This is an optimization exercise on Yosys and OpenROAD, whose aim is small area and a short achievable clock period, not a production implementation. Only simulation tests tie the RTL to the original design; equivalence was not proved.

## xortally_net
module xortally_net(
	input clk,
	input rst,
	input [16:0] x1,
	input [16:0] x2,
	input [16:0] w1,
	input [16:0] w2,
	input [16:0] w3,
	input [16:0] w4,
	input [16:0] w5,
	input [16:0] w6,
	input [16:0] b1,
	input [16:0] b2,
	input [16:0] b3,
	output [16:0] h1,
	output [16:0] h2,
	output [16:0] y
);
==> flow/config.mk <==
export PLATFORM = sky130hd
export DESIGN_NAME = xortally_net
export DESIGN_NICKNAME = xortally_net
export VERILOG_FILES = /design/flow/design.v
export SDC_FILE = /design/flow/constraint.sdc
export NUM_CORES = 4
export LEC_CHECK = 0
export ABC_AREA = 1
export CAP_MARGIN = 20
export CORE_MARGIN = 2
export CORE_UTILIZATION = 62
export PLACE_DENSITY = 0.8
export SETUP_SLACK_MARGIN = 4.5
export SLEW_MARGIN = 20
==> flow/constraint.sdc <==
create_clock -name core_clock -period 11.0 [get_ports {clk}]
set_input_delay 2.2000 -clock core_clock [delete_from_list [all_inputs] [get_ports {clk}]]
set_output_delay 2.2000 -clock core_clock [all_outputs]
set_load 0.01 [all_outputs]
standard.sh (not shown) runs the stock make flow with config.mk's settings and CLKGATE_MAP_FILE= SYNTH_SCRIPT=/design/flow/synth_recipe.tcl, a recipe that flattens the netlist after the stock synthesis.
==> flow/flow/run.sh <==
#!/bin/bash
# The standard layout (standard.sh, which runs the ORFS make targets and
# keeps each step's log under orfs/logs), with the port buffers that ORFS's
# buffer_ports adds taken from the smallest buffer cell instead of the one it
# picks itself. Everything else, synthesis included, is the standard flow.
set -o pipefail
export BUFFER_PORTS_ARGS="-buffer_cell sky130_fd_sc_hd__buf_1"
bash standard.sh > standard.log 2>&1
Edit:
CORE_UTILIZATION = 55   (was 62)
PLACE_DENSITY = 0.75   (was 0.8)
Effect: Clock-buffer cell count shrinks by 2; wire length shrinks by about 0.9%.
Edit:
CORE_UTILIZATION = 45   (was 55)
PLACE_DENSITY = unset   (was 0.75)
SETUP_SLACK_MARGIN = 4   (was 4.5)
What happened:
- The changed run finished with timing, DRC and antenna clean
- via count fell by 1.9%
- clock-buffer cell count rose by 2
- worst hold slack gains 0.079 ns
- final cell count rose by 2.2%
- setup slack loses 0.29 ns
- cell area fell by 1.0%
- wire length rose by 2.3%
- synthesized area does not change
- utilization fell by 12 points
Edit:
CORE_UTILIZATION = 55   (was 45)
PLACE_DENSITY = 0.75   (was unset)
SETUP_SLACK_MARGIN = 5   (was 4)
=> The new run finished but fails on capacitance limit, slew limit; worst setup slack is better by 0.16 ns; maximum frequency went up by about 2.4%; clock skew is about the same; synthesized area is unchanged; worst hold slack is about the same; via count rose by 10%; routed wire length climbs by about 12%.

---

xortally_net, a different RTL version from the one above (not shown whole).
For scale: about 7700 cells after synthesis, roughly 330 flip-flops, ~240 I/O pins, ~44000 um2 of cells after synthesis.
clock: 11.0 ns
lec_check: 0
abc_area: 1
cap_margin: 20
core_margin: 2
core_utilization: 40
setup_slack_margin: 3
slew_margin: 20
run.sh (not shown) runs the stock make flow with config.mk's settings and CLKGATE_MAP_FILE= SYNTH_SCRIPT=/design/flow/synth_recipe.tcl, a recipe that flattens the netlist after the stock synthesis.
Stock flow here: none of the scripts above is used.
Edit:
SETUP_SLACK_MARGIN = unset   (was 3)
The changed run went through all stages and came out clean; routed wire length drops by 5.4%; final area fell by 6.4%; cell count shrinks by 2.3%; fmax goes down by 12%; area after synthesis is unchanged.

---

== willow ==
Another version of the RTL of xortally_net (not shown whole).
Size: ~5900 cells after synthesis, ~310 flip-flops, about 240 I/O pins, ~36000 sq um of cells after synthesis.
export LEC_CHECK = 0
export ABC_AREA = 1
export CAP_MARGIN = 20
export CORE_MARGIN = 2
export CORE_UTILIZATION = 60
export SLEW_MARGIN = 20
create_clock -name core_clock -period 11.0 [get_ports {clk}]
Setup changes, willow to raven
diff --git a/flow/config.mk b/flow/config.mk
--- a/flow/config.mk
+++ b/flow/config.mk
@@ -11,2 +11,3 @@
 export CORE_UTILIZATION = 60
+export SETUP_SLACK_MARGIN = 4
 export SLEW_MARGIN = 20
Notes after the runs:
What ended raven was a tool error in 5_1_grt; the run never finished. Multiplexer fraction of the synthesized cell area came out exactly the same in willow and raven. willow → raven: placer congestion estimate grew by 0.025; vertical die dimension held steady; number of resized instances in the post-cts repair step grew by 984. As far as number of clock sinks seen by CTS is concerned, raven and willow perform about the same. Lower setup slack after placement was reported by willow, not raven. On sequential share of the synthesized area, raven tracks willow almost exactly. [raven] standard cell area after detailed placement rose 1.1% relative to willow. Compared with willow, in raven placed wire-length estimate after detailed placement now larger; area after synthesis comparable; post-CTS setup buffer count now larger.

-- separate check: timing with driven ports --
Ports are ideal in the flow. The routed layouts listed here were re-timed in OpenROAD.
Step 1 assumes that a clkbuf_16 drives the clock port and a buf_2 every other input.
Step 2 also shifts input and output timing later by t, the mid clock arrival at the registers, as if the neighbouring blocks saw the same clock.
Slacks: ideal ports / drivers / drivers and shift; pairs: ideal ports / drivers.
| run | shift t [ns] | setup slack, ns | slew at the worst register clock pin (ns) | worst slew at a driven data input, ns | pins driven straight from the clock port |
|---|---|---|---|---|---|
| the first run of note 1 | 0.652 | 4.629 / 4.669 / 4.017 | 0.06 / 0.06 | 0.07 | 1 |
| the second run of note 1 | 0.655 | 4.731 / 4.778 / 4.123 | 0.07 / 0.07 | 0.08 | 1 |
| the third run of note 1 | 0.646 | 4.437 / 4.364 / 3.903 | 0.07 / 0.07 | 0.07 | 1 |
| the fourth run of note 1 | 0.643 | 4.594 / 4.627 / 3.984 | 0.07 / 0.07 | 0.07 | 1 |
| the first run of note 2 | 0.696 | 2.104 / 2.024 / 2.561 | 0.08 / 0.08 | 0.07 | 1 |
| the second run of note 2 | 0.689 | 0.905 / 0.830 / 1.519 | 0.08 / 0.08 | 0.06 | 1 |
| willow | 0.629 | 1.423 / 1.357 / 1.490 | 0.07 / 0.07 | 0.08 | 1 |
The setup slack of the first run of note 1, which loses most, moves by +0.040 ns with the drivers and by -0.612 ns with both steps.
